Source: an optimization exercise on an open RTL-to-GDS flow (aim: small area). Production flows keep margins and buffers that such runs may drop.
Only simulation tests tie the RTL to the original design; equivalence was not proved.
Power is estimated from default activity; no workload was simulated.

==> flow/design.v <==
module PEv3(
    input clk,
    input rst,
    input in_en,
    input [7:0] data_horz,
    input [7:0] data_obli,
    input [7:0] data_vert,
    input active,
    input A, B, C, D, E, H,
    output logic [7:0] horz_out,
    output logic [7:0] obli_out,
    output logic bypass_en,
    output logic [7:0] opsum
    );
    parameter iWIDTH = 8;
    parameter oWIDTH = 8;
    logic [7:0] data_a_reg, data_b_reg, m_reg, psum_reg;
    logic [7:0] m_wire, a_wire, psum_mux;
    always @(posedge clk) begin
        data_a_reg <= (rst & active & A & in_en) ? data_horz : 8'd0;
        data_b_reg <= (rst & active & B & in_en) ? (H ? data_vert : data_obli) : 8'd0;
    end
    mul8lo u_mul(.a(data_a_reg), .b(data_b_reg), .p(m_wire));
    assign psum_mux = (active & C) ? psum_reg : 8'd0;
    add8 u_add(.a(m_reg), .b(psum_mux), .s(a_wire));
    always @(posedge clk) begin
        m_reg <= m_wire;
        psum_reg <= a_wire;
        opsum <= (active & D) ? a_wire : (E ? data_vert : 8'd0);
        bypass_en <= in_en;
    end
    assign horz_out = data_a_reg;
    assign obli_out = data_b_reg;
endmodule
module mul8lo(input [7:0] a, input [7:0] b, output [7:0] p);
  wire w1, w2, w3, w4, w5, w6, w7, w8, w9, w10, w11, w12, w13, w14, w15, w16, w17, w18, w19, w20, w21, w22, w23, w24, w25, w26, w27, w28, w29, w30, w31, w32, w33, w34, w35, w36, w37, w38, w39, w40, w41, w42;
  assign p[0] = (a[0] & b[0]);
  assign w1 = (a[0] & b[1]) ^ (a[1] & b[0]);
  assign w2 = (a[0] & b[1]) & (a[1] & b[0]);
  assign p[1] = w1;
  assign w3 = (a[0] & b[2]) ^ (a[1] & b[1]) ^ (a[2] & b[0]);
  assign w4 = ((a[0] & b[2]) & (a[1] & b[1])) | ((a[0] & b[2]) & (a[2] & b[0])) | ((a[1] & b[1]) & (a[2] & b[0]));
  assign w5 = w2 ^ w3;
  assign w6 = w2 & w3;
  assign p[2] = w5;
  assign w7 = (a[0] & b[3]) ^ (a[1] & b[2]) ^ (a[2] & b[1]);
  assign w8 = ((a[0] & b[3]) & (a[1] & b[2])) | ((a[0] & b[3]) & (a[2] & b[1])) | ((a[1] & b[2]) & (a[2] & b[1]));
  assign w9 = (a[3] & b[0]) ^ w4 ^ w6;
  assign w10 = ((a[3] & b[0]) & w4) | ((a[3] & b[0]) & w6) | (w4 & w6);
  assign w11 = w7 ^ w9;
  assign w12 = w7 & w9;
  assign p[3] = w11;
  assign w13 = (a[0] & b[4]) ^ (a[1] & b[3]) ^ (a[2] & b[2]);
  assign w14 = ((a[0] & b[4]) & (a[1] & b[3])) | ((a[0] & b[4]) & (a[2] & b[2])) | ((a[1] & b[3]) & (a[2] & b[2]));
  assign w15 = (a[3] & b[1]) ^ (a[4] & b[0]) ^ w8;
  assign w16 = ((a[3] & b[1]) & (a[4] & b[0])) | ((a[3] & b[1]) & w8) | ((a[4] & b[0]) & w8);
  assign w17 = w10 ^ w12 ^ w13;
  assign w18 = (w10 & w12) | (w10 & w13) | (w12 & w13);
  assign w19 = w15 ^ w17;
  assign w20 = w15 & w17;
  assign p[4] = w19;
  assign w21 = (a[0] & b[5]) ^ (a[1] & b[4]) ^ (a[2] & b[3]);
  assign w22 = ((a[0] & b[5]) & (a[1] & b[4])) | ((a[0] & b[5]) & (a[2] & b[3])) | ((a[1] & b[4]) & (a[2] & b[3]));
  assign w23 = (a[3] & b[2]) ^ (a[4] & b[1]) ^ (a[5] & b[0]);
  assign w24 = ((a[3] & b[2]) & (a[4] & b[1])) | ((a[3] & b[2]) & (a[5] & b[0])) | ((a[4] & b[1]) & (a[5] & b[0]));
  assign w25 = w14 ^ w16 ^ w18;
  assign w26 = (w14 & w16) | (w14 & w18) | (w16 & w18);
  assign w27 = w20 ^ w21 ^ w23;
  assign w28 = (w20 & w21) | (w20 & w23) | (w21 & w23);
  assign w29 = w25 ^ w27;
  assign w30 = w25 & w27;
  assign p[5] = w29;
  assign w31 = (a[0] & b[6]) ^ (a[1] & b[5]) ^ (a[2] & b[4]);
  assign w32 = ((a[0] & b[6]) & (a[1] & b[5])) | ((a[0] & b[6]) & (a[2] & b[4])) | ((a[1] & b[5]) & (a[2] & b[4]));
  assign w33 = (a[3] & b[3]) ^ (a[4] & b[2]) ^ (a[5] & b[1]);
  assign w34 = ((a[3] & b[3]) & (a[4] & b[2])) | ((a[3] & b[3]) & (a[5] & b[1])) | ((a[4] & b[2]) & (a[5] & b[1]));
  assign w35 = (a[6] & b[0]) ^ w22 ^ w24;
  assign w36 = ((a[6] & b[0]) & w22) | ((a[6] & b[0]) & w24) | (w22 & w24);
  assign w37 = w26 ^ w28 ^ w30;
  assign w38 = (w26 & w28) | (w26 & w30) | (w28 & w30);
  assign w39 = w31 ^ w33 ^ w35;
  assign w40 = (w31 & w33) | (w31 & w35) | (w33 & w35);
  assign w41 = w37 ^ w39;
  assign w42 = w37 & w39;
  assign p[6] = w41;
  assign p[7] = (a[0] & b[7]) ^ (a[1] & b[6]) ^ (a[2] & b[5]) ^ (a[3] & b[4]) ^ (a[4] & b[3]) ^ (a[5] & b[2]) ^ (a[6] & b[1]) ^ (a[7] & b[0]) ^ w32 ^ w34 ^ w36 ^ w38 ^ w40 ^ w42;
endmodule
module add8(input [7:0] a, input [7:0] b, output [7:0] s);
  wire [7:0] c;
  assign s[0] = a[0] ^ b[0];
  assign c[0] = a[0] & b[0];
  genvar i;
  generate for (i = 1; i < 8; i = i + 1) begin : g_bit
    assign s[i] = a[i] ^ b[i] ^ c[i-1];
    assign c[i] = (a[i] & b[i]) | (a[i] & c[i-1]) | (b[i] & c[i-1]);
  end endgenerate
endmodule
module ACv2(
    input clk,
    input rst,
    input [7:0] ipsum,
    input bn_param_in_en,
    input [15:0] bn_param_in,
    input [2:0] config_bits,
    input in_en,
    input F,
    output [7:0] data_out,
    output logic data_out_en,
    output logic [15:0] bn_param_out,
    output logic bn_param_out_en
    );
    parameter IN_WIDTH = 8;
    parameter ACC_WIDTH = 8;
    parameter BN_SCALE_WIDTH = 8;
    parameter BN_SHIFT_WIDTH = 8;
    logic [7:0] ipsum_reg, psum_reg, add_node, bn_node;
    logic [15:0] bn_param_reg;
    logic in_en_dly;
    always @(posedge clk) begin
        ipsum_reg <= (rst & in_en) ? ipsum : 8'd0;
        psum_reg <= add_node;
        in_en_dly <= in_en;
        if (~rst)
            bn_param_reg <= 16'd0;
        else if (bn_param_in_en)
            bn_param_reg <= bn_param_in;
        bn_param_out_en <= bn_param_in_en;
        bn_param_out <= bn_param_in;
    end
    wire [7:0] acc_sum;
    add8 u_acc(.a(ipsum_reg), .b(psum_reg), .s(acc_sum));
    assign add_node = (config_bits[2] & in_en_dly) ? acc_sum : ipsum_reg;
    muladd8lo u_bn(.a(add_node), .b(bn_param_reg[15:8]), .c(bn_param_reg[7:0]), .p(bn_node));
    assign data_out = config_bits[0] ? bn_node : add_node;
    assign data_out_en = F;
endmodule
module muladd8lo(input [7:0] a, input [7:0] b, input [7:0] c, output [7:0] p);
  wire w1, w2, w3, w4, w5, w6, w7, w8, w9, w10, w11, w12, w13, w14, w15, w16, w17, w18, w19, w20, w21, w22, w23, w24, w25, w26, w27, w28, w29, w30, w31, w32, w33, w34, w35, w36, w37, w38, w39, w40, w41, w42, w43, w44, w45, w46, w47, w48, w49, w50, w51, w52, w53, w54, w55, w56, w57, w58, w59, w60, w61, w62, w63, w64, w65, w66, w67, w68, w69, w70, w71, w72, w73, w74, w75, w76, w77, w78, w79, w80, w81, w82, w83, w84, w85, w86, w87, w88;
  assign w1 = (a[0] & b[5]) ^ (a[1] & b[4]);
  assign w2 = (a[0] & b[5]) & (a[1] & b[4]);
  assign w3 = (a[0] & b[6]) ^ (a[1] & b[5]) ^ (a[2] & b[4]);
  assign w4 = ((a[0] & b[6]) & (a[1] & b[5])) | ((a[0] & b[6]) & (a[2] & b[4])) | ((a[1] & b[5]) & (a[2] & b[4]));
  assign w5 = (a[3] & b[3]) ^ (a[4] & b[2]);
  assign w6 = (a[3] & b[3]) & (a[4] & b[2]);
  assign w7 = (a[0] & b[3]) ^ (a[1] & b[2]);
  assign w8 = (a[0] & b[3]) & (a[1] & b[2]);
  assign w9 = (a[0] & b[4]) ^ (a[1] & b[3]) ^ (a[2] & b[2]);
  assign w10 = ((a[0] & b[4]) & (a[1] & b[3])) | ((a[0] & b[4]) & (a[2] & b[2])) | ((a[1] & b[3]) & (a[2] & b[2]));
  assign w11 = (a[3] & b[1]) ^ (a[4] & b[0]);
  assign w12 = (a[3] & b[1]) & (a[4] & b[0]);
  assign w13 = w1 ^ (a[2] & b[3]) ^ (a[3] & b[2]);
  assign w14 = (w1 & (a[2] & b[3])) | (w1 & (a[3] & b[2])) | ((a[2] & b[3]) & (a[3] & b[2]));
  assign w15 = (a[4] & b[1]) ^ (a[5] & b[0]) ^ c[5];
  assign w16 = ((a[4] & b[1]) & (a[5] & b[0])) | ((a[4] & b[1]) & c[5]) | ((a[5] & b[0]) & c[5]);
  assign w17 = w3 ^ w5 ^ (a[5] & b[1]);
  assign w18 = (w3 & w5) | (w3 & (a[5] & b[1])) | (w5 & (a[5] & b[1]));
  assign w19 = (a[6] & b[0]) ^ c[6] ^ w2;
  assign w20 = ((a[6] & b[0]) & c[6]) | ((a[6] & b[0]) & w2) | (c[6] & w2);
  assign w21 = (a[0] & b[2]) ^ (a[1] & b[1]);
  assign w22 = (a[0] & b[2]) & (a[1] & b[1]);
  assign w23 = w7 ^ (a[2] & b[1]) ^ (a[3] & b[0]);
  assign w24 = (w7 & (a[2] & b[1])) | (w7 & (a[3] & b[0])) | ((a[2] & b[1]) & (a[3] & b[0]));
  assign w25 = w9 ^ w11 ^ c[4];
  assign w26 = (w9 & w11) | (w9 & c[4]) | (w11 & c[4]);
  assign w27 = w13 ^ w15 ^ w10;
  assign w28 = (w13 & w15) | (w13 & w10) | (w15 & w10);
  assign w29 = w17 ^ w19 ^ w14;
  assign w30 = (w17 & w19) | (w17 & w14) | (w19 & w14);
  assign w31 = (a[0] & b[1]) ^ (a[1] & b[0]);
  assign w32 = (a[0] & b[1]) & (a[1] & b[0]);
  assign w33 = w21 ^ (a[2] & b[0]) ^ c[2];
  assign w34 = (w21 & (a[2] & b[0])) | (w21 & c[2]) | ((a[2] & b[0]) & c[2]);
  assign w35 = w23 ^ c[3] ^ w22;
  assign w36 = (w23 & c[3]) | (w23 & w22) | (c[3] & w22);
  assign w37 = w25 ^ w8 ^ w24;
  assign w38 = (w25 & w8) | (w25 & w24) | (w8 & w24);
  assign w39 = w27 ^ w12 ^ w26;
  assign w40 = (w27 & w12) | (w27 & w26) | (w12 & w26);
  assign w41 = w29 ^ w16 ^ w28;
  assign w42 = (w29 & w16) | (w29 & w28) | (w16 & w28);
  assign w43 = (a[0] & b[0]) & c[0];
  assign w44 = (a[0] & b[0]) ^ c[0];
  assign w45 = w31 & c[1];
  assign w46 = w31 ^ c[1];
  assign w47 = w33 & w32;
  assign w48 = w33 ^ w32;
  assign w49 = w35 & w34;
  assign w50 = w35 ^ w34;
  assign w51 = w37 & w36;
  assign w52 = w37 ^ w36;
  assign w53 = w39 & w38;
  assign w54 = w39 ^ w38;
  assign w55 = w41 & w40;
  assign w56 = w41 ^ w40;
  assign w57 = w45 | (w46 & w43);
  assign w58 = w46 & w44;
  assign w59 = w49 | (w50 & w47);
  assign w60 = w50 & w48;
  assign w61 = w53 | (w54 & w51);
  assign w62 = w54 & w52;
  assign w63 = w47 | (w48 & w57);
  assign w64 = w48 & w58;
  assign w65 = w59 | (w60 & w57);
  assign w66 = w60 & w58;
  assign w67 = w55 | (w56 & w61);
  assign w68 = w56 & w62;
  assign w69 = w51 | (w52 & w65);
  assign w70 = w52 & w66;
  assign w71 = w61 | (w62 & w65);
  assign w72 = w62 & w66;
  assign w73 = w67 | (w68 & w65);
  assign w74 = w68 & w66;
  assign p[0] = w44;
  assign p[1] = w46 ^ w43;
  assign p[2] = w48 ^ w57;
  assign p[3] = w50 ^ w63;
  assign p[4] = w52 ^ w65;
  assign p[5] = w54 ^ w69;
  assign p[6] = w56 ^ w71;
  assign w75 = (a[0] & b[7]) ^ (a[1] & b[6]);
  assign w76 = (a[2] & b[5]) ^ (a[3] & b[4]);
  assign w77 = (a[4] & b[3]) ^ (a[5] & b[2]);
  assign w78 = (a[6] & b[1]) ^ (a[7] & b[0]);
  assign w79 = c[7] ^ w4;
  assign w80 = w6 ^ w18;
  assign w81 = w20 ^ w30;
  assign w82 = w75 ^ w76;
  assign w83 = w77 ^ w78;
  assign w84 = w79 ^ w80;
  assign w85 = w81 ^ w42;
  assign w86 = w82 ^ w83;
  assign w87 = w84 ^ w85;
  assign w88 = w86 ^ w87;
  assign p[7] = w88 ^ w73;
endmodule
`timescale 1ns / 1ps
module SystolicBank_v2(
	clk,
	rst,
	in_en,
	conv_mm,
	isac,
	isrelu,
	isbn,
	active_1,
	active_2,
	active_3,
	data_in_horz_1,
	data_in_horz_2,
	data_in_horz_3,
	data_in_obli_1,
	data_in_obli_2,
	data_in_obli_3,
	data_in_obli_4,
	data_in_obli_5,
	data_in_obli_6,
	bn_param_in,
	bn_param_in_en,
	A_1,
	A_2,
	A_3,
	A_4,
	B_1,
	B_2,
	B_3,
	B_4,
	C_1,
	C_2,
	C_3,
	C_4,
	D_1,
	D_2,
	D_3,
	D_4,
	E_1,
	E_2,
	E_3,
	E_4,
	F_1,
	F_2,
	F_3,
	F_4,
	G_1,
	G_2,
	G_3,
	G_4,
	H_1,
	H_2,
	H_3,
	H_4,
	dout_en_1,
	dout_en_2,
	dout_en_3,
	dout_en_4,
	dout_1,
	dout_2,
	dout_3,
	dout_4
);
	parameter nCols = 4;
	parameter nRows = 3;
	parameter iWidth = 8;
	parameter oWidth = 8;
	localparam MODE_CONV = 0; localparam MODE_MM = 1;
	input clk, rst, in_en, conv_mm, isac, isrelu, isbn;
	input active_1;
	input active_2;
	input active_3;
	input [7:0] data_in_horz_1;
	input [7:0] data_in_horz_2;
	input [7:0] data_in_horz_3;
	input [7:0] data_in_obli_1;
	input [7:0] data_in_obli_2;
	input [7:0] data_in_obli_3;
	input [7:0] data_in_obli_4;
	input [7:0] data_in_obli_5;
	input [7:0] data_in_obli_6;
	input [15:0] bn_param_in;
	input bn_param_in_en;
	input A_1;
	input A_2;
	input A_3;
	input A_4;
	input B_1;
	input B_2;
	input B_3;
	input B_4;
	input C_1;
	input C_2;
	input C_3;
	input C_4;
	input D_1;
	input D_2;
	input D_3;
	input D_4;
	input E_1;
	input E_2;
	input E_3;
	input E_4;
	input F_1;
	input F_2;
	input F_3;
	input F_4;
	input G_1;
	input G_2;
	input G_3;
	input G_4;
	input H_1;
	input H_2;
	input H_3;
	input H_4;
	output [7:0] dout_1;
	output [7:0] dout_2;
	output [7:0] dout_3;
	output [7:0] dout_4;
	output dout_en_1;
	output dout_en_2;
	output dout_en_3;
	output dout_en_4;
	logic bypass_en_1_0;
	logic bypass_en_1_1;
	logic bypass_en_1_2;
	logic bypass_en_1_3;
	logic bypass_en_1_4;
	logic bypass_en_2_0;
	logic bypass_en_2_1;
	logic bypass_en_2_2;
	logic bypass_en_2_3;
	logic bypass_en_2_4;
	logic bypass_en_3_0;
	logic bypass_en_3_1;
	logic bypass_en_3_2;
	logic bypass_en_3_3;
	logic bypass_en_3_4;
	logic [7:0] data_in_vert_1_1;
	logic [7:0] data_in_vert_1_2;
	logic [7:0] data_in_vert_1_3;
	logic [7:0] data_in_vert_1_4;
	logic [7:0] data_in_vert_2_1;
	logic [7:0] data_in_vert_2_2;
	logic [7:0] data_in_vert_2_3;
	logic [7:0] data_in_vert_2_4;
	logic [7:0] data_in_vert_3_1;
	logic [7:0] data_in_vert_3_2;
	logic [7:0] data_in_vert_3_3;
	logic [7:0] data_in_vert_3_4;
	logic [7:0] data_in_vert_4_1;
	logic [7:0] data_in_vert_4_2;
	logic [7:0] data_in_vert_4_3;
	logic [7:0] data_in_vert_4_4;
	logic [7:0] data_in_horz_1_0;
	logic [7:0] data_in_horz_1_1;
	logic [7:0] data_in_horz_1_2;
	logic [7:0] data_in_horz_1_3;
	logic [7:0] data_in_horz_1_4;
	logic [7:0] data_in_horz_2_0;
	logic [7:0] data_in_horz_2_1;
	logic [7:0] data_in_horz_2_2;
	logic [7:0] data_in_horz_2_3;
	logic [7:0] data_in_horz_2_4;
	logic [7:0] data_in_horz_3_0;
	logic [7:0] data_in_horz_3_1;
	logic [7:0] data_in_horz_3_2;
	logic [7:0] data_in_horz_3_3;
	logic [7:0] data_in_horz_3_4;
	logic [7:0] data_in_horz_4_0;
	logic [7:0] data_in_horz_4_1;
	logic [7:0] data_in_horz_4_2;
	logic [7:0] data_in_horz_4_3;
	logic [7:0] data_in_horz_4_4;
	logic [7:0] data_in_obli_1_0;
	logic [7:0] data_in_obli_1_1;
	logic [7:0] data_in_obli_1_2;
	logic [7:0] data_in_obli_1_3;
	logic [7:0] data_in_obli_1_4;
	logic [7:0] data_in_obli_2_0;
	logic [7:0] data_in_obli_2_1;
	logic [7:0] data_in_obli_2_2;
	logic [7:0] data_in_obli_2_3;
	logic [7:0] data_in_obli_2_4;
	logic [7:0] data_in_obli_3_0;
	logic [7:0] data_in_obli_3_1;
	logic [7:0] data_in_obli_3_2;
	logic [7:0] data_in_obli_3_3;
	logic [7:0] data_in_obli_3_4;
	logic [7:0] data_in_obli_4_0;
	logic [7:0] data_in_obli_4_1;
	logic [7:0] data_in_obli_4_2;
	logic [7:0] data_in_obli_4_3;
	logic [7:0] data_in_obli_4_4;
	logic [15:0] bn_param_out_1;
	logic [15:0] bn_param_out_2;
	logic [15:0] bn_param_out_3;
	logic [15:0] bn_param_out_4;
	logic bn_param_out_en_1;
	logic bn_param_out_en_2;
	logic bn_param_out_en_3;
	logic bn_param_out_en_4;
	assign data_in_vert_4_1 = (conv_mm == MODE_CONV)? 0: data_in_obli_3;
	assign data_in_vert_4_2 = (conv_mm == MODE_CONV)? 0: data_in_obli_4;
	assign data_in_vert_4_3 = (conv_mm == MODE_CONV)? 0: data_in_obli_5;
	assign data_in_vert_4_4 = (conv_mm == MODE_CONV)? 0: data_in_obli_6;
	assign bypass_en_1_0 = in_en;
	assign bypass_en_2_0 = in_en;
	assign bypass_en_3_0 = in_en;
	assign data_in_horz_1_0 = data_in_horz_1;
	assign data_in_horz_2_0 = data_in_horz_2;
	assign data_in_horz_3_0 = data_in_horz_3;
	assign data_in_obli_2_0 = (conv_mm == MODE_CONV)? data_in_obli_1: 0;
	assign data_in_obli_3_0 = (conv_mm == MODE_CONV)? data_in_obli_2: 0;
	assign data_in_obli_4_0 = (conv_mm == MODE_CONV)? data_in_obli_3: 0;
	assign data_in_obli_4_1 = (conv_mm == MODE_CONV)? data_in_obli_4: 0;
	assign data_in_obli_4_2 = (conv_mm == MODE_CONV)? data_in_obli_5: 0;
	assign data_in_obli_4_3 = (conv_mm == MODE_CONV)? data_in_obli_6: 0;
	PEv3 # (.iWIDTH(iWidth), .oWIDTH(oWidth)) p_1_1(.clk(clk), .rst(rst), .in_en(bypass_en_1_0), .data_vert(data_in_vert_2_1), .active(active_1), .data_horz(data_in_horz_1_0), .data_obli(data_in_obli_2_0), .A(A_1), .B(B_1), .C(C_1), .D(D_1), .E(E_1), .H(H_1), .horz_out(data_in_horz_1_1), .obli_out(data_in_obli_1_1), .bypass_en(bypass_en_1_1), .opsum(data_in_vert_1_1));
	PEv3 # (.iWIDTH(iWidth), .oWIDTH(oWidth)) p_1_2(.clk(clk), .rst(rst), .in_en(bypass_en_1_1), .data_vert(data_in_vert_2_2), .active(active_1), .data_horz(data_in_horz_1_1), .data_obli(data_in_obli_2_1), .A(A_2), .B(B_2), .C(C_2), .D(D_2), .E(E_2), .H(H_2), .horz_out(data_in_horz_1_2), .obli_out(data_in_obli_1_2), .bypass_en(bypass_en_1_2), .opsum(data_in_vert_1_2));
	PEv3 # (.iWIDTH(iWidth), .oWIDTH(oWidth)) p_1_3(.clk(clk), .rst(rst), .in_en(bypass_en_1_2), .data_vert(data_in_vert_2_3), .active(active_1), .data_horz(data_in_horz_1_2), .data_obli(data_in_obli_2_2), .A(A_3), .B(B_3), .C(C_3), .D(D_3), .E(E_3), .H(H_3), .horz_out(data_in_horz_1_3), .obli_out(data_in_obli_1_3), .bypass_en(bypass_en_1_3), .opsum(data_in_vert_1_3));
	PEv3 # (.iWIDTH(iWidth), .oWIDTH(oWidth)) p_1_4(.clk(clk), .rst(rst), .in_en(bypass_en_1_3), .data_vert(data_in_vert_2_4), .active(active_1), .data_horz(data_in_horz_1_3), .data_obli(data_in_obli_2_3), .A(A_4), .B(B_4), .C(C_4), .D(D_4), .E(E_4), .H(H_4), .horz_out(data_in_horz_1_4), .obli_out(data_in_obli_1_4), .bypass_en(bypass_en_1_4), .opsum(data_in_vert_1_4));
	PEv3 # (.iWIDTH(iWidth), .oWIDTH(oWidth)) p_2_1(.clk(clk), .rst(rst), .in_en(bypass_en_2_0), .data_vert(data_in_vert_3_1), .active(active_2), .data_horz(data_in_horz_2_0), .data_obli(data_in_obli_3_0), .A(A_1), .B(B_1), .C(C_1), .D(D_1), .E(E_1), .H(H_1), .horz_out(data_in_horz_2_1), .obli_out(data_in_obli_2_1), .bypass_en(bypass_en_2_1), .opsum(data_in_vert_2_1));
	PEv3 # (.iWIDTH(iWidth), .oWIDTH(oWidth)) p_2_2(.clk(clk), .rst(rst), .in_en(bypass_en_2_1), .data_vert(data_in_vert_3_2), .active(active_2), .data_horz(data_in_horz_2_1), .data_obli(data_in_obli_3_1), .A(A_2), .B(B_2), .C(C_2), .D(D_2), .E(E_2), .H(H_2), .horz_out(data_in_horz_2_2), .obli_out(data_in_obli_2_2), .bypass_en(bypass_en_2_2), .opsum(data_in_vert_2_2));
	PEv3 # (.iWIDTH(iWidth), .oWIDTH(oWidth)) p_2_3(.clk(clk), .rst(rst), .in_en(bypass_en_2_2), .data_vert(data_in_vert_3_3), .active(active_2), .data_horz(data_in_horz_2_2), .data_obli(data_in_obli_3_2), .A(A_3), .B(B_3), .C(C_3), .D(D_3), .E(E_3), .H(H_3), .horz_out(data_in_horz_2_3), .obli_out(data_in_obli_2_3), .bypass_en(bypass_en_2_3), .opsum(data_in_vert_2_3));
	PEv3 # (.iWIDTH(iWidth), .oWIDTH(oWidth)) p_2_4(.clk(clk), .rst(rst), .in_en(bypass_en_2_3), .data_vert(data_in_vert_3_4), .active(active_2), .data_horz(data_in_horz_2_3), .data_obli(data_in_obli_3_3), .A(A_4), .B(B_4), .C(C_4), .D(D_4), .E(E_4), .H(H_4), .horz_out(data_in_horz_2_4), .obli_out(data_in_obli_2_4), .bypass_en(bypass_en_2_4), .opsum(data_in_vert_2_4));
	PEv3 # (.iWIDTH(iWidth), .oWIDTH(oWidth)) p_3_1(.clk(clk), .rst(rst), .in_en(bypass_en_3_0), .data_vert(data_in_vert_4_1), .active(active_3), .data_horz(data_in_horz_3_0), .data_obli(data_in_obli_4_0), .A(A_1), .B(B_1), .C(C_1), .D(D_1), .E(E_1), .H(H_1), .horz_out(data_in_horz_3_1), .obli_out(data_in_obli_3_1), .bypass_en(bypass_en_3_1), .opsum(data_in_vert_3_1));
	PEv3 # (.iWIDTH(iWidth), .oWIDTH(oWidth)) p_3_2(.clk(clk), .rst(rst), .in_en(bypass_en_3_1), .data_vert(data_in_vert_4_2), .active(active_3), .data_horz(data_in_horz_3_1), .data_obli(data_in_obli_4_1), .A(A_2), .B(B_2), .C(C_2), .D(D_2), .E(E_2), .H(H_2), .horz_out(data_in_horz_3_2), .obli_out(data_in_obli_3_2), .bypass_en(bypass_en_3_2), .opsum(data_in_vert_3_2));
	PEv3 # (.iWIDTH(iWidth), .oWIDTH(oWidth)) p_3_3(.clk(clk), .rst(rst), .in_en(bypass_en_3_2), .data_vert(data_in_vert_4_3), .active(active_3), .data_horz(data_in_horz_3_2), .data_obli(data_in_obli_4_2), .A(A_3), .B(B_3), .C(C_3), .D(D_3), .E(E_3), .H(H_3), .horz_out(data_in_horz_3_3), .obli_out(data_in_obli_3_3), .bypass_en(bypass_en_3_3), .opsum(data_in_vert_3_3));
	PEv3 # (.iWIDTH(iWidth), .oWIDTH(oWidth)) p_3_4(.clk(clk), .rst(rst), .in_en(bypass_en_3_3), .data_vert(data_in_vert_4_4), .active(active_3), .data_horz(data_in_horz_3_3), .data_obli(data_in_obli_4_3), .A(A_4), .B(B_4), .C(C_4), .D(D_4), .E(E_4), .H(H_4), .horz_out(data_in_horz_3_4), .obli_out(data_in_obli_3_4), .bypass_en(bypass_en_3_4), .opsum(data_in_vert_3_4));
	ACv2 # (.IN_WIDTH(oWidth), .ACC_WIDTH(oWidth), .BN_SCALE_WIDTH(oWidth), .BN_SHIFT_WIDTH(oWidth)) ac_1(.clk(clk), .rst(rst), .config_bits({isac, isrelu, isbn}), .in_en(G_1), .ipsum(data_in_vert_1_1), .F(F_1), .bn_param_in_en(bn_param_in_en), .bn_param_in(bn_param_in), .bn_param_out(bn_param_out_1), .bn_param_out_en(bn_param_out_en_1), .data_out_en(dout_en_1), .data_out(dout_1));
	ACv2 # (.IN_WIDTH(oWidth), .ACC_WIDTH(oWidth), .BN_SCALE_WIDTH(oWidth), .BN_SHIFT_WIDTH(oWidth)) ac_2(.clk(clk), .rst(rst), .config_bits({isac, isrelu, isbn}), .in_en(G_2), .ipsum(data_in_vert_1_2), .F(F_2), .bn_param_in_en(bn_param_out_en_1), .bn_param_in(bn_param_out_1), .bn_param_out(bn_param_out_2), .bn_param_out_en(bn_param_out_en_2), .data_out_en(dout_en_2), .data_out(dout_2));
	ACv2 # (.IN_WIDTH(oWidth), .ACC_WIDTH(oWidth), .BN_SCALE_WIDTH(oWidth), .BN_SHIFT_WIDTH(oWidth)) ac_3(.clk(clk), .rst(rst), .config_bits({isac, isrelu, isbn}), .in_en(G_3), .ipsum(data_in_vert_1_3), .F(F_3), .bn_param_in_en(bn_param_out_en_2), .bn_param_in(bn_param_out_2), .bn_param_out(bn_param_out_3), .bn_param_out_en(bn_param_out_en_3), .data_out_en(dout_en_3), .data_out(dout_3));
	ACv2 # (.IN_WIDTH(oWidth), .ACC_WIDTH(oWidth), .BN_SCALE_WIDTH(oWidth), .BN_SHIFT_WIDTH(oWidth)) ac_4(.clk(clk), .rst(rst), .config_bits({isac, isrelu, isbn}), .in_en(G_4), .ipsum(data_in_vert_1_4), .F(F_4), .bn_param_in_en(bn_param_out_en_3), .bn_param_in(bn_param_out_3), .bn_param_out(bn_param_out_4), .bn_param_out_en(bn_param_out_en_4), .data_out_en(dout_en_4), .data_out(dout_4));
endmodule
module DFSMv2(
    input clk,
    input rst,
    input start,
    input [23:0] config_bits,
    input in_en,
    output logic start_out,
    output logic in_en_bypass,
    output logic A, B, C, D, E, F, G, H
    );
    parameter MAX_nPERIOD = 512;
    parameter MAX_nLMAC = 3072;
    parameter MAX_nSHFT = 3;
    localparam S0 = 2'd0, S1 = 2'd1, S2 = 2'd2, S0p = 2'd3;
    wire mode = config_bits[23];
    wire [8:0] config_nPeriod = config_bits[22:14];
    wire [11:0] config_nLMAC = config_bits[13:2];
    wire [1:0] config_nSHFT = config_bits[1:0];
    logic [1:0] state;
    logic [11:0] mac_count;
    logic [8:0] period_count;
    logic [2:0] F_dly;
    wire [11:0] mac_inc;
    inc #(12) u_mac_inc(.a(mac_count), .y(mac_inc));
    wire [8:0] period_inc;
    inc #(9) u_per_inc(.a(period_count), .y(period_inc));
    wire mac_more, per_more;
    ult #(12) u_mac_lt(.a(mac_inc), .b(config_nLMAC), .lt(mac_more));
    wire shft_more = mac_count[1:0] < config_nSHFT - 2'd1;
    ult #(9) u_per_lt(.a(period_inc), .b(config_nPeriod), .lt(per_more));
    always @(posedge clk) begin
        if (~rst) begin
            state <= S0;
            mac_count <= 12'd0;
            period_count <= 9'd0;
            F_dly <= 3'd0;
            F <= 1'b0;
        end
        else begin
            case (state)
                S0: begin
                    if (start) state <= S0p;
                    mac_count <= 12'd0;
                    period_count <= 9'd0;
                end
                S0p: begin
                    if (in_en) state <= S1;
                end
                S1: begin
                    if (!mac_more) state <= S2;
                    else if (~in_en) state <= S0p;
                    mac_count <= mac_more ? mac_inc : 12'd0;
                end
                S2: begin
                    if (!shft_more) state <= per_more ? (in_en ? S1 : S0p) : S0;
                    mac_count <= shft_more ? {10'd0, mac_count[1:0] + 2'd1} : 12'd0;
                    if (!mac_count[1]) period_count <= per_more ? period_inc : 9'd0;
                end
            endcase
            F_dly <= {F_dly[1:0], state == S2 && mac_count[1:0] == 2'd0};
            F <= F_dly[config_nSHFT - 2'd1];
        end
    end
    assign A = state == S1;
    assign B = state == S1 || state == S0p;
    always @(posedge clk) begin
        C <= state == S1 || state == S0p;
        D <= state == S1;
        E <= state == S2;
        H <= mode && state == S1;
        in_en_bypass <= in_en;
        start_out <= start;
    end
    assign G = E;
endmodule
module ult #(parameter W = 8) (input [W-1:0] a, input [W-1:0] b, output lt);
  wire [W-1:0] l;
  assign l[0] = ~a[0] & b[0];
  genvar i;
  generate for (i = 1; i < W; i = i + 1) begin : g_bit
    assign l[i] = (b[i] & ~a[i]) | ((b[i] | ~a[i]) & l[i-1]);
  end endgenerate
  assign lt = l[W-1];
endmodule
module inc #(parameter W = 8) (input [W-1:0] a, output [W-1:0] y);
  wire [W-1:0] c;
  assign y[0] = ~a[0];
  assign c[0] = a[0];
  genvar i;
  generate for (i = 1; i < W; i = i + 1) begin : g_bit
    assign y[i] = a[i] ^ c[i-1];
    assign c[i] = a[i] & c[i-1];
  end endgenerate
endmodule
module DFSMv3(
    input clk,
    input rst,
    input start,
    input [23:0] config_bits,
    input all_data_rdy,
    input in_en,
    output logic start_out,
    output logic in_en_bypass,
    output logic data_preread,
    output logic A, B, C, D, E, F, G, H
    );
    parameter MAX_nPERIOD = 512;
    parameter MAX_nLMAC = 3072;
    parameter MAX_nSHFT = 3;
    localparam S0 = 2'd0, S1 = 2'd1, S2 = 2'd2, S0p = 2'd3;
    wire mode = config_bits[23];
    wire [8:0] config_nPeriod = config_bits[22:14];
    wire [11:0] config_nLMAC = config_bits[13:2];
    wire [1:0] config_nSHFT = config_bits[1:0];
    logic [1:0] state;
    logic [11:0] mac_count;
    logic [8:0] period_count;
    logic [4:0] F_dly;
    wire [11:0] mac_inc;
    inc #(12) u_mac_inc(.a(mac_count), .y(mac_inc));
    wire [8:0] period_inc;
    inc #(9) u_per_inc(.a(period_count), .y(period_inc));
    wire mac_more, per_more;
    ult #(12) u_mac_lt(.a(mac_inc), .b(config_nLMAC), .lt(mac_more));
    wire shft_more = mac_count[1:0] < config_nSHFT - 2'd1;
    ult #(9) u_per_lt(.a(period_inc), .b(config_nPeriod), .lt(per_more));
    always @(posedge clk) begin
        if (~rst) begin
            state <= S0;
            mac_count <= 12'd0;
            period_count <= 9'd0;
            F_dly <= 5'd0;
            F <= 1'b0;
        end
        else begin
            case (state)
                S0: begin
                    if (start) state <= S0p;
                    mac_count <= 12'd0;
                    period_count <= 9'd0;
                end
                S0p: begin
                    if (all_data_rdy) state <= S1;
                end
                S1: begin
                    if (!mac_more) state <= S2;
                    else if (~all_data_rdy) state <= S0p;
                    mac_count <= mac_more ? mac_inc : 12'd0;
                end
                S2: begin
                    if (!shft_more) state <= per_more ? (all_data_rdy ? S1 : S0p) : S0;
                    mac_count <= shft_more ? {10'd0, mac_count[1:0] + 2'd1} : 12'd0;
                    if (!mac_count[1]) period_count <= per_more ? period_inc : 9'd0;
                end
            endcase
            F_dly <= {F_dly[3:0], state == S2 && mac_count[1:0] == 2'd0};
            F <= F_dly[{1'b0, config_nSHFT} + 3'd1];
        end
    end
    logic A_dly, B_dly, D_dly1, E_dly1, E_dly2, H_dly1, H_dly2;
    always @(posedge clk) begin
        A_dly <= state == S1;
        A <= A_dly;
        D_dly1 <= A;
        D <= D_dly1;
        B_dly <= state == S1 || state == S0p;
        B <= B_dly;
        C <= B;
        E_dly1 <= state == S2;
        E_dly2 <= E_dly1;
        E <= E_dly2;
        H_dly1 <= mode && state == S1;
        H_dly2 <= H_dly1;
        H <= H_dly2;
        in_en_bypass <= in_en;
        start_out <= start;
    end
    assign G = E;
    assign data_preread = state == S1;
endmodule
module SystolicCore(
	input clk,
	input rst,
	input start,
	input mode_conv_mm,
	input isac,
	input isrelu,
	input isbn,
	input [22:0] dfsm_config,
	input all_data_rdy,
	input pe_config_1_1,
	input pe_config_1_2,
	input pe_config_1_3,
	input pe_config_2_1,
	input pe_config_2_2,
	input pe_config_2_3,
	input [7:0] data_horz_1_1,
	input [7:0] data_horz_1_2,
	input [7:0] data_horz_1_3,
	input [7:0] data_horz_2_1,
	input [7:0] data_horz_2_2,
	input [7:0] data_horz_2_3,
	input [7:0] data_obli_1,
	input [7:0] data_obli_2,
	input [7:0] data_obli_3,
	input [7:0] data_obli_4,
	input [7:0] data_obli_5,
	input [7:0] data_obli_6,
	input [15:0] data_bn_1,
	input [15:0] data_bn_2,
	input data_bn_en,
	output data_preread,
	output [7:0] dout_1_1,
	output [7:0] dout_1_2,
	output [7:0] dout_1_3,
	output [7:0] dout_1_4,
	output [7:0] dout_2_1,
	output [7:0] dout_2_2,
	output [7:0] dout_2_3,
	output [7:0] dout_2_4,
	output dout_en_1_1,
	output dout_en_1_2,
	output dout_en_1_3,
	output dout_en_1_4,
	output dout_en_2_1,
	output dout_en_2_2,
	output dout_en_2_3,
	output dout_en_2_4
);
	parameter nCols = 4;
	parameter nRows = 3;
	parameter iWidth = 8;
	parameter oWidth = 8;
	parameter DFSM_MAX_nPERIOD = 512;
	parameter DFSM_MAX_nLMAC = 3072;
	parameter DFSM_MAX_nSHFT = 3;
	logic A_1, A_2, A_3, A_4;
	logic B_1, B_2, B_3, B_4;
	logic C_1, C_2, C_3, C_4;
	logic D_1, D_2, D_3, D_4;
	logic E_1, E_2, E_3, E_4;
	logic F_1, F_2, F_3, F_4;
	logic G_1, G_2, G_3, G_4;
	logic H_1, H_2, H_3, H_4;
	logic dfsm_data_en_1, dfsm_data_en_2, dfsm_data_en_3, dfsm_data_en_4;
	logic start_bypass_1, start_bypass_2, start_bypass_3, start_bypass_4;
	logic array_data_en;
	always@(posedge clk) begin
		array_data_en <= data_preread;
	end
	SystolicBank_v2 # (.iWidth(iWidth), .oWidth(oWidth), .nRows(nRows), .nCols(nCols)) bank_1(.clk(clk), .rst(rst), .in_en(array_data_en), .conv_mm(mode_conv_mm), .isac(isac), .isrelu(isrelu), .isbn(isbn), .bn_param_in_en(data_bn_en), .bn_param_in(data_bn_1), .active_1(pe_config_1_1), .active_2(pe_config_1_2), .active_3(pe_config_1_3), .data_in_horz_1(data_horz_1_1), .data_in_horz_2(data_horz_1_2), .data_in_horz_3(data_horz_1_3), .data_in_obli_1(data_obli_1), .data_in_obli_2(data_obli_2), .data_in_obli_3(data_obli_3), .data_in_obli_4(data_obli_4), .data_in_obli_5(data_obli_5), .data_in_obli_6(data_obli_6), .A_1(A_1), .A_2(A_2), .A_3(A_3), .A_4(A_4), .B_1(B_1), .B_2(B_2), .B_3(B_3), .B_4(B_4), .C_1(C_1), .C_2(C_2), .C_3(C_3), .C_4(C_4), .D_1(D_1), .D_2(D_2), .D_3(D_3), .D_4(D_4), .E_1(E_1), .E_2(E_2), .E_3(E_3), .E_4(E_4), .F_1(F_1), .F_2(F_2), .F_3(F_3), .F_4(F_4), .G_1(G_1), .G_2(G_2), .G_3(G_3), .G_4(G_4), .H_1(H_1), .H_2(H_2), .H_3(H_3), .H_4(H_4), .dout_en_1(dout_en_1_1), .dout_en_2(dout_en_1_2), .dout_en_3(dout_en_1_3), .dout_en_4(dout_en_1_4), .dout_1(dout_1_1), .dout_2(dout_1_2), .dout_3(dout_1_3), .dout_4(dout_1_4));
	SystolicBank_v2 # (.iWidth(iWidth), .oWidth(oWidth), .nRows(nRows), .nCols(nCols)) bank_2(.clk(clk), .rst(rst), .in_en(array_data_en), .conv_mm(mode_conv_mm), .isac(isac), .isrelu(isrelu), .isbn(isbn), .bn_param_in_en(data_bn_en), .bn_param_in(data_bn_2), .active_1(pe_config_2_1), .active_2(pe_config_2_2), .active_3(pe_config_2_3), .data_in_horz_1(data_horz_2_1), .data_in_horz_2(data_horz_2_2), .data_in_horz_3(data_horz_2_3), .data_in_obli_1(data_obli_1), .data_in_obli_2(data_obli_2), .data_in_obli_3(data_obli_3), .data_in_obli_4(data_obli_4), .data_in_obli_5(data_obli_5), .data_in_obli_6(data_obli_6), .A_1(A_1), .A_2(A_2), .A_3(A_3), .A_4(A_4), .B_1(B_1), .B_2(B_2), .B_3(B_3), .B_4(B_4), .C_1(C_1), .C_2(C_2), .C_3(C_3), .C_4(C_4), .D_1(D_1), .D_2(D_2), .D_3(D_3), .D_4(D_4), .E_1(E_1), .E_2(E_2), .E_3(E_3), .E_4(E_4), .F_1(F_1), .F_2(F_2), .F_3(F_3), .F_4(F_4), .G_1(G_1), .G_2(G_2), .G_3(G_3), .G_4(G_4), .H_1(H_1), .H_2(H_2), .H_3(H_3), .H_4(H_4), .dout_en_1(dout_en_2_1), .dout_en_2(dout_en_2_2), .dout_en_3(dout_en_2_3), .dout_en_4(dout_en_2_4), .dout_1(dout_2_1), .dout_2(dout_2_2), .dout_3(dout_2_3), .dout_4(dout_2_4));
	DFSMv3 # (.MAX_nPERIOD(DFSM_MAX_nPERIOD), .MAX_nLMAC(DFSM_MAX_nLMAC), .MAX_nSHFT(DFSM_MAX_nSHFT)) fsm_1(.clk(clk), .rst(rst), .config_bits({mode_conv_mm, dfsm_config}), .all_data_rdy(all_data_rdy), .in_en(array_data_en), .start(start), .data_preread(data_preread), .in_en_bypass(dfsm_data_en_1), .start_out(start_bypass_1), .A(A_1), .B(B_1), .C(C_1), .D(D_1), .E(E_1), .F(F_1), .G(G_1), .H(H_1));
	DFSMv2 # (.MAX_nPERIOD(DFSM_MAX_nPERIOD), .MAX_nLMAC(DFSM_MAX_nLMAC), .MAX_nSHFT(DFSM_MAX_nSHFT)) fsm_2(.clk(clk), .rst(rst), .config_bits({mode_conv_mm, dfsm_config}), .in_en(dfsm_data_en_1), .start(start_bypass_1), .in_en_bypass(dfsm_data_en_2), .start_out(start_bypass_2), .A(A_2), .B(B_2), .C(C_2), .D(D_2), .E(E_2), .F(F_2), .G(G_2), .H(H_2));
	DFSMv2 # (.MAX_nPERIOD(DFSM_MAX_nPERIOD), .MAX_nLMAC(DFSM_MAX_nLMAC), .MAX_nSHFT(DFSM_MAX_nSHFT)) fsm_3(.clk(clk), .rst(rst), .config_bits({mode_conv_mm, dfsm_config}), .in_en(dfsm_data_en_2), .start(start_bypass_2), .in_en_bypass(dfsm_data_en_3), .start_out(start_bypass_3), .A(A_3), .B(B_3), .C(C_3), .D(D_3), .E(E_3), .F(F_3), .G(G_3), .H(H_3));
	DFSMv2 # (.MAX_nPERIOD(DFSM_MAX_nPERIOD), .MAX_nLMAC(DFSM_MAX_nLMAC), .MAX_nSHFT(DFSM_MAX_nSHFT)) fsm_4(.clk(clk), .rst(rst), .config_bits({mode_conv_mm, dfsm_config}), .in_en(dfsm_data_en_3), .start(start_bypass_3), .in_en_bypass(dfsm_data_en_4), .start_out(start_bypass_4), .A(A_4), .B(B_4), .C(C_4), .D(D_4), .E(E_4), .F(F_4), .G(G_4), .H(H_4));
endmodule
==> flow/flow/run.sh <==
#!/bin/bash
# The standard layout, with the port buffers made of the smallest buffer.
set -e
export BUFFER_PORTS_ARGS="-buffer_cell sky130_fd_sc_hd__buf_1"
bash standard.sh > standard_flow.log 2>&1
==> flow/standard.sh <==
#!/bin/bash
# synth_recipe.tcl (not shown) runs the flow's synth.tcl, then flattens the netlist and writes it again
# the make line also repeats each setting of config.mk as NAME=value (left out here)
make -C /OpenROAD-flow-scripts/flow DESIGN_CONFIG=/design/flow/config.mk WORK_HOME=/design/flow/orfs CLKGATE_MAP_FILE= SYNTH_SCRIPT=/design/flow/synth_recipe.tcl "${@:-finish}"
==> flow/config.mk <==
export PLATFORM = sky130hd
export DESIGN_NAME = SystolicCore
export DESIGN_NICKNAME = SystolicCore
export VERILOG_FILES = /design/flow/design.v
export SDC_FILE = /design/flow/constraint.sdc
export NUM_CORES = 4
export LEC_CHECK = 0
export CAP_MARGIN = 0
export CORE_MARGIN = 2
export CORE_UTILIZATION = 60
export CTS_BUF_LIST = sky130_fd_sc_hd__clkbuf_4
export CTS_CLUSTER_DIAMETER = 60
export CTS_CLUSTER_SIZE = 8
export PLACE_DENSITY = 0.7
export SLEW_MARGIN = 0
==> flow/constraint.sdc <==
create_clock -name core_clock -period 12.0 [get_ports {clk}]
set_input_delay 2.4000 -clock core_clock [delete_from_list [all_inputs] [get_ports {clk}]]
set_output_delay 2.4000 -clock core_clock [all_outputs]
set_load 0.01 [all_outputs]
==> impl_summary.log, run 1 <==
[metrics] status: timing/DRC/antenna clean
[metrics] CTS Hold Bufs: 0
[metrics] synthesized flop and latch total: 1457
[metrics] ranking of synthesized cells by area: sky130_fd_sc_hd__dfxtp_1 38%, sky130_fd_sc_hd__fa_1 18%, sky130_fd_sc_hd__and2_1 8.3%
[metrics] async set or reset register ratio after synthesis: 0
[metrics] startpoint of the most critical register-to-register path: bank_2.p_3_1.data_a_reg[0]
[metrics] yosys warns: 5
[metrics] cells along the critical path: ha_1, inv_1, fa_1, fa_1, fa_1, fa_1, fa_1, fa_1, mux2i_1, and2_1, fa_1, inv_1, fa_1, fa_1, xor2_1, xnor2_1, xnor2_1, xnor3_1, xnor3_1, xnor2_1, a21oi_1, buf_1
[metrics] dominant register cell in the synthesized netlist: sky130_fd_sc_hd__dfxtp_1
[metrics] Post-Synth Adder-Cell Area: 0.247
[metrics] Least-Margin Pin Slew: 1.19 ns
[metrics] GRT Max-Usage Layer: met2
[metrics] Overall Power: 0.00890 W
[metrics] maximum buffer depth of the clock tree: 3
[metrics] number of cells on the worst reg-to-reg path: 18
[metrics] GR met1 Demand/Resource: 0.403
[metrics] Cell variety after synth: 84
[metrics] fraction of synthesized cell area taken by the top area cell type: 0.385
[metrics] slowest cell on the critical path: sky130_fd_sc_hd__fa_1
[metrics] Final ANT Viol Nets: 0
[metrics] post-synthesis simple-gate area fraction: 0.183
[metrics] routed wire length per instance: 19.5 um
[metrics] Post-Synthesis Cells: 7491
[metrics] Post-CTS Setup Bufs: 0
[metrics] areal power density over the cells: 111 nW/um^2
[metrics] number of pins with negative max-slew slack in the final report: 0
[metrics] count of buffering cells on the critical path with inverters included: 3
[metrics] Avg Synthesized Cell Area: 10.1 um^2
[metrics] final core area utilization: 0.637
[metrics] number of non-filler instances in the completed layout: 9422
[metrics] share of the yosys chip area belonging to registers: 0.385
[metrics] class of the worst hold path: flop to flop
[metrics] share of final-layout standard cells stronger than drive strength 1: 0.0405
[metrics] io pins: 239
[metrics] library cell appearing most often on the critical path: sky130_fd_sc_hd__fa_1
[metrics] Floorplan Core Area: 126000 um^2
[metrics] aggregate negative setup slack: 0 ns
[metrics] Post-Synthesis Net Count: 8721
[metrics] vias in the first global route: 52300
[metrics] fraction of met2 tracks used by global routing: 0.464
[metrics] maximum number of pins on one net before global-route repair: 91
[metrics] worst min-delay path startpoint: fsm_1.H_dly1
[metrics] sum of routed wire length over all layers: 184000 um
[metrics] FF-to-FF setup slack: 6.85 ns
[metrics] violation count after the first detailed-routing iteration: 3093
[metrics] final weighted congestion in routability-driven placement: 0.902
[metrics] RSZ-0062 raised after global routing: no
[metrics] total of buffers placed on input and output ports: 237
[metrics] critical register-to-register path endpoint: bank_2.p_3_1.m_reg[7]
[metrics] synthesized-area fraction occupied by ao, oa, aoi and oai cells: 0.0424
[metrics] Critical Path RT: 9.60 ns
[metrics] Num Clock Sinks: 1457
[metrics] site row count: 130
[metrics] crit path DAT: 8.15 ns
[metrics] count of flip-flops with a built-in enable after synthesis: 0
[metrics] dominant combinational cell family by area after synthesis: adder cells
[metrics] Min-Delay Path Depth: 0
[metrics] clock tree from TritonCTS: yes
[metrics] detailed-placement wirelength estimate: 142000 um
[metrics] dominant delay contributor by cell family on the critical path: adder cells
[metrics] post-route DRC violation count: 0
[metrics] total global-route track usage: 0.290
[metrics] Max Fclk: 94.8 MHz
[metrics] layout-stage area growth over the synthesis result: 5.53%
[metrics] capturing element type of the critical path: output port
[metrics] width of the chip: 359 um
[metrics] die outline area: 129000 um^2
[metrics] antenna violations before repair: 14
[metrics] insertion delay of the later-clocked pin in the worst-skew pair: 1.22 ns
[metrics] global-route wire length before repair: 293000 um
[metrics] floorplan die height: 359 um
[metrics] mapped cell area: 75800 um^2
[metrics] largest fanout on the critical path: 4
[metrics] number of iterations in the first detailed-routing pass: 6
[metrics] # resized after CTS: 0
[metrics] clock-pin slew reported for the worst setup and hold paths after clock tree synthesis: 0.08 ns
[metrics] met3 track utilization from global routing: 0.0432
[metrics] shortest clock period the worst path allows after layout: 10.55 ns
[metrics] multiplexer fraction of the synthesized cell area: 0.0378
[metrics] Hold Vio Cnt, Final: 0
[metrics] Fin Clk Skew: 0.107 ns
[metrics] remaining global-route overflow: 0
[metrics] portion of the clock cycle consumed by the worst path in the final layout: 0.879
[metrics] cell at the root of the clock tree: sky130_fd_sc_hd__clkbuf_4
[metrics] depth of the CTS H-tree: 4
[metrics] XOR/XNOR Fraction of Synth Area: 0.0616
[metrics] Nets: 8964
[metrics] final count of negative-setup-slack endpoints: 0
[metrics] kind of launch point of the worst setup path: flop
[metrics] VDD IR-drop max: 0.0982 mV
[metrics] Starting Density: 0.604
[metrics] Worst Setup Path Type: flop to output port
[metrics] endpoint of the worst hold path: fsm_1.H_dly2
[metrics] area leader, netlist: sky130_fd_sc_hd__dfxtp_1
[metrics] total CTS buffers: 203
[metrics] post-placement cell count: 9179
[metrics] vias post-DR: 50800
[metrics] DR vias/cell: 5.39
[metrics] tightest slew margin relative to the limit: 0.205
[metrics] delay of the slowest cell on the worst path: 0.54 ns
[metrics] number of maximum-capacitance violations: 0
[metrics] leakage power of the design: 36.0 nW
-- per-layer routing --
metal	vias up	wire (um)
met4	6	6240
met1	25100	82700
met3	347	10300
li1	24100	-
met2	1312	84600
met5	-	38
-- power by group --
part	internal [W]	total (W)	switching, W
sequential	0.00498	0.00522	0.000240
clock	0.000952	0.00260	0.00164
combinational	0.000326	0.00109	0.000764
-- how the worst max path moves through the flow --
stage | from | to | slack (ns) | cells past startpoint
3_3_place_gp | isac | dout_2_1[7] | 1.52 | 16
4_1_cts | bank_2.ac_3.ipsum_reg[0] | dout_2_3[7] | 1.30 | 22
3_5_place_dp | isac | dout_2_1[7] | 1.42 | 16
5_1_grt | bank_1.ac_1.ipsum_reg[0] | dout_1_1[7] | 1.02 | 22
6_report | bank_2.ac_3.ipsum_reg[0] | dout_2_3[7] | 1.45 | 22
2_1_floorplan | isac | dout_1_1[7] | 2.69 | 19
-- cells by family (layout without fill, tap and decap cells) --
kind of cell | after synthesis | after routing
buffers and inverters | 880 | 1148
other | 0 | 13
and+or+nand+nor | 2755 | 2755
AOI/OAI and AO/OA | 521 | 521
muxes | 282 | 282
DFF | 1457 | 1457
xor gates and xnor gates | 516 | 516
adders and majority gates | 1080 | 1080
-- synth_stat cells (all sizes together), types with 4 or more instances --
| cell type | n |
|---|---|
| mux2 | 26 |
| inv | 654 |
| clkbuf | 195 |
| nand2b | 25 |
| fa | 696 |
| o211ai | 7 |
| o221a | 4 |
| ha | 368 |
| a21o | 11 |
| xnor2 | 376 |
| nor2b | 45 |
| a21oi | 130 |
| xnor3 | 11 |
| o22ai | 8 |
| a211oi | 7 |
| a221oi | 7 |
| maj3 | 16 |
| nand3b | 9 |
| nand3 | 71 |
| a22o | 26 |
| and2 | 1008 |
| nor3 | 17 |
| xor2 | 129 |
| buf | 30 |
| o21ai | 216 |
| o221ai | 4 |
| nand2 | 938 |
| a22oi | 28 |
| o21bai | 11 |
| and3 | 243 |
| a2111oi | 4 |
| nand4 | 7 |
| dfxtp | 1457 |
| nor2 | 374 |
| or2 | 6 |
| a32oi | 8 |
| mux2i | 255 |
| a31oi | 7 |
| a32o | 9 |
-- cells in the final DEF, fill, tap and decap left out, drive strengths merged, types with 26 or more instances in the layout --
cell,count
nor2b,45
a22o,26
xnor2,376
clkbuf,215
ha,368
mux2,26
and2,1008
a21oi,130
fa,696
buf,256
mux2i,255
o21ai,216
and3,243
dfxtp,1457
nand3,71
nor2,374
nand2,938
xor2,129
inv,660
a22oi,28
-- layout make-up --
cell class              instances  area [um^2]
multi-input cells            5154        43300
repair buffers                263         1100
clock inverters                22          282
diodes                         13         32.5
flip-flops and latches       1457        29200
inverters                     655         2460
well taps                    1650         2060
clock buffers                 208         1560
fillers                     10500        45600
-- stage by stage --
stage	instance area (um^2)	worst slack, ns	hold slack [ns]
6_report	80000	1.45	0.323
2_1_floorplan	75800	2.69	0.310
3_5_place_dp	78100	1.42	0.315
5_1_grt	80000	1.02	0.345
4_1_cts	80000	1.30	0.328
3_3_place_gp	78100	1.52	0.311
==> inputs of run 2 (changes only) <==
--- a/flow/config.mk
+++ b/flow/config.mk
@@ -9,7 +9,7 @@
 export CORE_MARGIN = 2
-export CORE_UTILIZATION = 60
+export CORE_UTILIZATION = 55
 export CTS_BUF_LIST = sky130_fd_sc_hd__clkbuf_4
-export CTS_CLUSTER_DIAMETER = 60
+export CTS_CLUSTER_DIAMETER = 80
 export CTS_CLUSTER_SIZE = 8
-export PLACE_DENSITY = 0.7
+export PLACE_DENSITY = 0.65
 export SLEW_MARGIN = 0
==> run 2 against run 1 <==
Effect of this change: still clean; die area rose by 9.0%; flip-flop and latch count did not move; design area increased by 0.14%; first-iteration DRC count is 2.2% lower; synthesized cell count unchanged; clock skew down 0.0085 ns; sequential share of layout area fell by 0.051 points; final cell count grew 1.5%; combinational power is essentially flat; core utilization shrank 5.3 points.
==> impl_summary.log, run 2 <==
[metrics] status: timing/DRC/antenna clean (unchanged)
[metrics] Cell variety after synth: 84 (unchanged)
[metrics] maximum buffer depth of the clock tree: 3 (unchanged)
[metrics] io pins: 239 (unchanged)
[metrics] vias post-DR: 50400 (was 50800)
[metrics] insertion delay of the later-clocked pin in the worst-skew pair: 1.27 ns (was 1.22 ns)
[metrics] Critical Path RT: 9.60 ns (about the same)
[metrics] synthesized flop and latch total: 1457 (unchanged)
[metrics] Post-Synthesis Cells: 7491 (unchanged)
[metrics] Max Fclk: 93.5 MHz (was 94.8 MHz)
[metrics] cell at the root of the clock tree: sky130_fd_sc_hd__clkbuf_4 (unchanged)
[metrics] RSZ-0062 raised after global routing: no (unchanged)
[metrics] areal power density over the cells: 110 nW/um^2 (was 111 nW/um^2)
[metrics] share of the yosys chip area belonging to registers: 0.385 (unchanged)
[metrics] final count of negative-setup-slack endpoints: 0 (unchanged)
[metrics] Fin Clk Skew: 0.0986 ns (was 0.107 ns)
[metrics] count of flip-flops with a built-in enable after synthesis: 0 (unchanged)
[metrics] floorplan die height: 375 um (was 359 um)
[metrics] number of iterations in the first detailed-routing pass: 5 (was 6)
[metrics] post-route DRC violation count: 0 (unchanged)
[metrics] total CTS buffers: 201 (was 203)
[metrics] number of pins with negative max-slew slack in the final report: 0 (unchanged)
[metrics] Hold Vio Cnt, Final: 0 (unchanged)
[metrics] Least-Margin Pin Slew: 1.19 ns (about the same)
[metrics] share of final-layout standard cells stronger than drive strength 1: 0.0411 (was 0.0405)
[metrics] Post-CTS Setup Bufs: 0 (unchanged)
[metrics] yosys warns: 5 (unchanged)
[metrics] area leader, netlist: sky130_fd_sc_hd__dfxtp_1 (unchanged)
[metrics] Starting Density: 0.553 (was 0.604)
[metrics] depth of the CTS H-tree: 4 (unchanged)
[metrics] final core area utilization: 0.584 (was 0.637)
[metrics] kind of launch point of the worst setup path: flop (unchanged)
[metrics] portion of the clock cycle consumed by the worst path in the final layout: 0.891 (was 0.879)
[metrics] remaining global-route overflow: 0 (unchanged)
[metrics] class of the worst hold path: flop to flop (unchanged)
[metrics] commonest cells after routing, fill and taps aside: 1447 x sky130_fd_sc_hd__dfxtp_1, 1008 x sky130_fd_sc_hd__and2_1, 938 x sky130_fd_sc_hd__nand2_1, 696 x sky130_fd_sc_hd__fa_1, 652 x sky130_fd_sc_hd__inv_1 (unchanged)
[metrics] tightest slew margin relative to the limit: 0.204 (was 0.205)
[metrics] aggregate negative setup slack: 0 ns (unchanged)
[metrics] dominant cell by count in the synthesized netlist: sky130_fd_sc_hd__dfxtp_1 (unchanged)
[metrics] commonest non-fill, non-tap cell in the layout: sky130_fd_sc_hd__dfxtp_1 (unchanged)
[metrics] Floorplan Core Area: 137000 um^2 (was 126000 um^2)
[metrics] CTS Hold Bufs: 0 (unchanged)
[metrics] clock-pin slew reported for the worst setup and hold paths after clock tree synthesis: 0.10 ns (was 0.08 ns)
[metrics] Synth top cells by count: 1457 x sky130_fd_sc_hd__dfxtp_1, 1008 x sky130_fd_sc_hd__and2_1, 938 x sky130_fd_sc_hd__nand2_1 (unchanged)
[metrics] die outline area: 141000 um^2 (was 129000 um^2)
[metrics] width of the chip: 375 um (was 359 um)
[metrics] largest fanout on the critical path: 4 (unchanged)
[metrics] fillcell total: 12100 (was 10500)
[metrics] layout-stage area growth over the synthesis result: 5.68% (was 5.53%)
[metrics] routed wire length per instance: 19.5 um (about the same)
[metrics] Nets: 8970 (was 8964)
[metrics] Num Clock Sinks: 1457 (unchanged)
[metrics] maximum number of pins on one net before global-route repair: 81 (was 91)
[metrics] clock tree from TritonCTS: yes (unchanged)
[metrics] Worst Setup Path Type: flop to output port (unchanged)
[metrics] DR vias/cell: 5.27 (was 5.39)
[metrics] shortest clock period the worst path allows after layout: 10.69 ns (was 10.55 ns)
[metrics] ranking of synthesized cells by area: sky130_fd_sc_hd__dfxtp_1 38%, sky130_fd_sc_hd__fa_1 18%, sky130_fd_sc_hd__and2_1 8.3% (unchanged)
[metrics] detailed-placement wirelength estimate: 144000 um (was 142000 um)
[metrics] final weighted congestion in routability-driven placement: 0.900 (was 0.902)
[metrics] leakage power of the design: 35.9 nW (was 36.0 nW)
[metrics] mapped cell area: 75800 um^2 (unchanged)
[metrics] Avg Synthesized Cell Area: 10.1 um^2 (unchanged)
[metrics] site row count: 136 (was 130)
[metrics] total global-route track usage: 0.271 (was 0.290)
[metrics] number of maximum-capacitance violations: 0 (unchanged)
[metrics] Final ANT Viol Nets: 0 (unchanged)
[metrics] # resized after CTS: 0 (unchanged)
[metrics] async set or reset register ratio after synthesis: 0 (unchanged)
[metrics] crit path DAT: 8.29 ns (was 8.15 ns)
[metrics] VDD IR-drop max: 0.0829 mV (was 0.0982 mV)
[metrics] vias in the first global route: 52400 (was 52300)
[metrics] capturing element type of the critical path: output port (unchanged)
[metrics] global-route wire length before repair: 296000 um (was 293000 um)
[metrics] fraction of synthesized cell area taken by the top area cell type: 0.385 (unchanged)
[metrics] Post-Synthesis Net Count: 8721 (unchanged)
[metrics] total of buffers placed on input and output ports: 237 (unchanged)
[metrics] sum of routed wire length over all layers: 186000 um (was 184000 um)
[metrics] antenna violations before repair: 12 (was 14)
[metrics] violation count after the first detailed-routing iteration: 3024 (was 3093)
[metrics] dominant register cell in the synthesized netlist: sky130_fd_sc_hd__dfxtp_1 (unchanged)
[run 2: cell counts after synthesis]
No cell type changed its count.
[run 2: routing by layer]
metal / GRT usage / share of wire
met1: 0.375 / 0.45
met2: 0.426 / 0.45
met3: 0.0518 / 0.058
met4: 0.0972 / 0.036
met5: 0 / 0.00012
[run 2: per-stage QoR]
step | cell area (um^2) | worst slack [ns] | hold WS, ns | instances | total power, W
after floorplan | 75800 | 2.69 | 0.310 | 7491 | 0.00594
after global placement | 78400 | 1.52 | 0.312 | 9331 | 0.00639
after detailed placement | 78400 | 1.42 | 0.312 | 9331 | 0.00641
after CTS | 80100 | 1.14 | 0.272 | 9553 | 0.00888
after global routing | 80100 | 0.926 | 0.288 | 9559 | 0.00920
final | 80100 | 1.31 | 0.269 | 9565 | 0.00881
[run 2: final cells by class]
| cell class | instances | area (um^2) | area share |
|---|---|---|---|
| timing repair buffer | 271 | 1160 | 0.0145 |
| antenna | 12 | 30.0 | 0.000375 |
| multi-input combinational | 5154 | 43300 | 0.541 |
| sequential | 1457 | 29200 | 0.364 |
| clock buffer | 208 | 1560 | 0.0195 |
| clock inverter | 14 | 156 | 0.00195 |
| tap | 1794 | 2240 | 0.0280 |
| inverter | 655 | 2460 | 0.0307 |
[run 2: cell families after synthesis]
| family | Yosys count | share of synthesized area |
|---|---|---|
| mux | 282 | 0.0378 |
| flops | 1457 | 0.385 |
| buf+inv | 880 | 0.0438 |
| simple gates | 2755 | 0.183 |
| compound gates | 521 | 0.0424 |
| fa+ha+maj | 1080 | 0.247 |
| xor+xnor | 516 | 0.0616 |
[run 2: worst paths after layout]
kind / endpoint / depth (start not counted) / startpoint / slack, ns
setup reg to reg: bank_2.p_3_1.m_reg[7] / 18 / bank_2.p_3_1.data_b_reg[0] / 6.88
setup / recovery: dout_2_3[7] / 22 / bank_2.ac_3.ipsum_reg[0] / 1.31
hold reg to reg: fsm_1.H / 0 / fsm_1.H_dly2 / 0.27
hold / removal: fsm_1.H / 0 / fsm_1.H_dly2 / 0.27
[run 2: critical path: stages (launching register included)]
cell and delay (ns):
sky130_fd_sc_hd__dfxtp_1 0.36, sky130_fd_sc_hd__ha_1 0.15, sky130_fd_sc_hd__inv_1 0.05, sky130_fd_sc_hd__fa_1 0.45, sky130_fd_sc_hd__fa_1 0.46, sky130_fd_sc_hd__fa_1 0.46, sky130_fd_sc_hd__fa_1 0.46, sky130_fd_sc_hd__fa_1 0.46
sky130_fd_sc_hd__fa_1 0.55, sky130_fd_sc_hd__mux2i_1 0.15, sky130_fd_sc_hd__and2_1 0.25, sky130_fd_sc_hd__fa_1 0.53, sky130_fd_sc_hd__inv_1 0.05, sky130_fd_sc_hd__fa_1 0.48, sky130_fd_sc_hd__fa_1 0.45, sky130_fd_sc_hd__xor2_1 0.17
sky130_fd_sc_hd__xnor2_1 0.14, sky130_fd_sc_hd__xnor2_1 0.24, sky130_fd_sc_hd__xnor3_1 0.37, sky130_fd_sc_hd__xnor3_1 0.20, sky130_fd_sc_hd__xnor2_1 0.13, sky130_fd_sc_hd__a21oi_1 0.27, sky130_fd_sc_hd__buf_1 0.21
[run 2: power by group]
part	internal (W)	switching (W)
Clock	0.000864	0.00164
Combinational	0.000327	0.000738
Sequential	0.00498	0.000263
Total	0.00617	0.00264

what the ideal ports hide:
The results above use ideal ports. As a check the final layouts listed here were re-extracted and re-timed, cells and wires unchanged.
Step 1 (the two cells are an assumption about what drives the block):
set clk [get_ports {clk}]
set_driving_cell -lib_cell sky130_fd_sc_hd__clkbuf_16 $clk
set_driving_cell -lib_cell sky130_fd_sc_hd__buf_2 [delete_from_list [all_inputs] $clk]
Step 2 times the ports against the registers' clock, not the clock port: input delays grow and output delays shrink by t, the midpoint of the rising clock arrivals with the driver on.
Three values: ideal ports, drivers, drivers and shift; two values: the first two.
run | t (ns) | setup WS [ns] | slew at the worst register clock pin (ns)
run 1 | 1.246 | 1.449 / 1.375 / 1.435 | 0.11 / 0.11
run 2 | 1.303 | 1.309 / 1.238 / 1.447 | 0.11 / 0.11
After both steps every run listed still meets setup and hold. The setup slack of run 1, which loses most, moves by -0.074 ns with the drivers and by -0.014 ns with both steps.
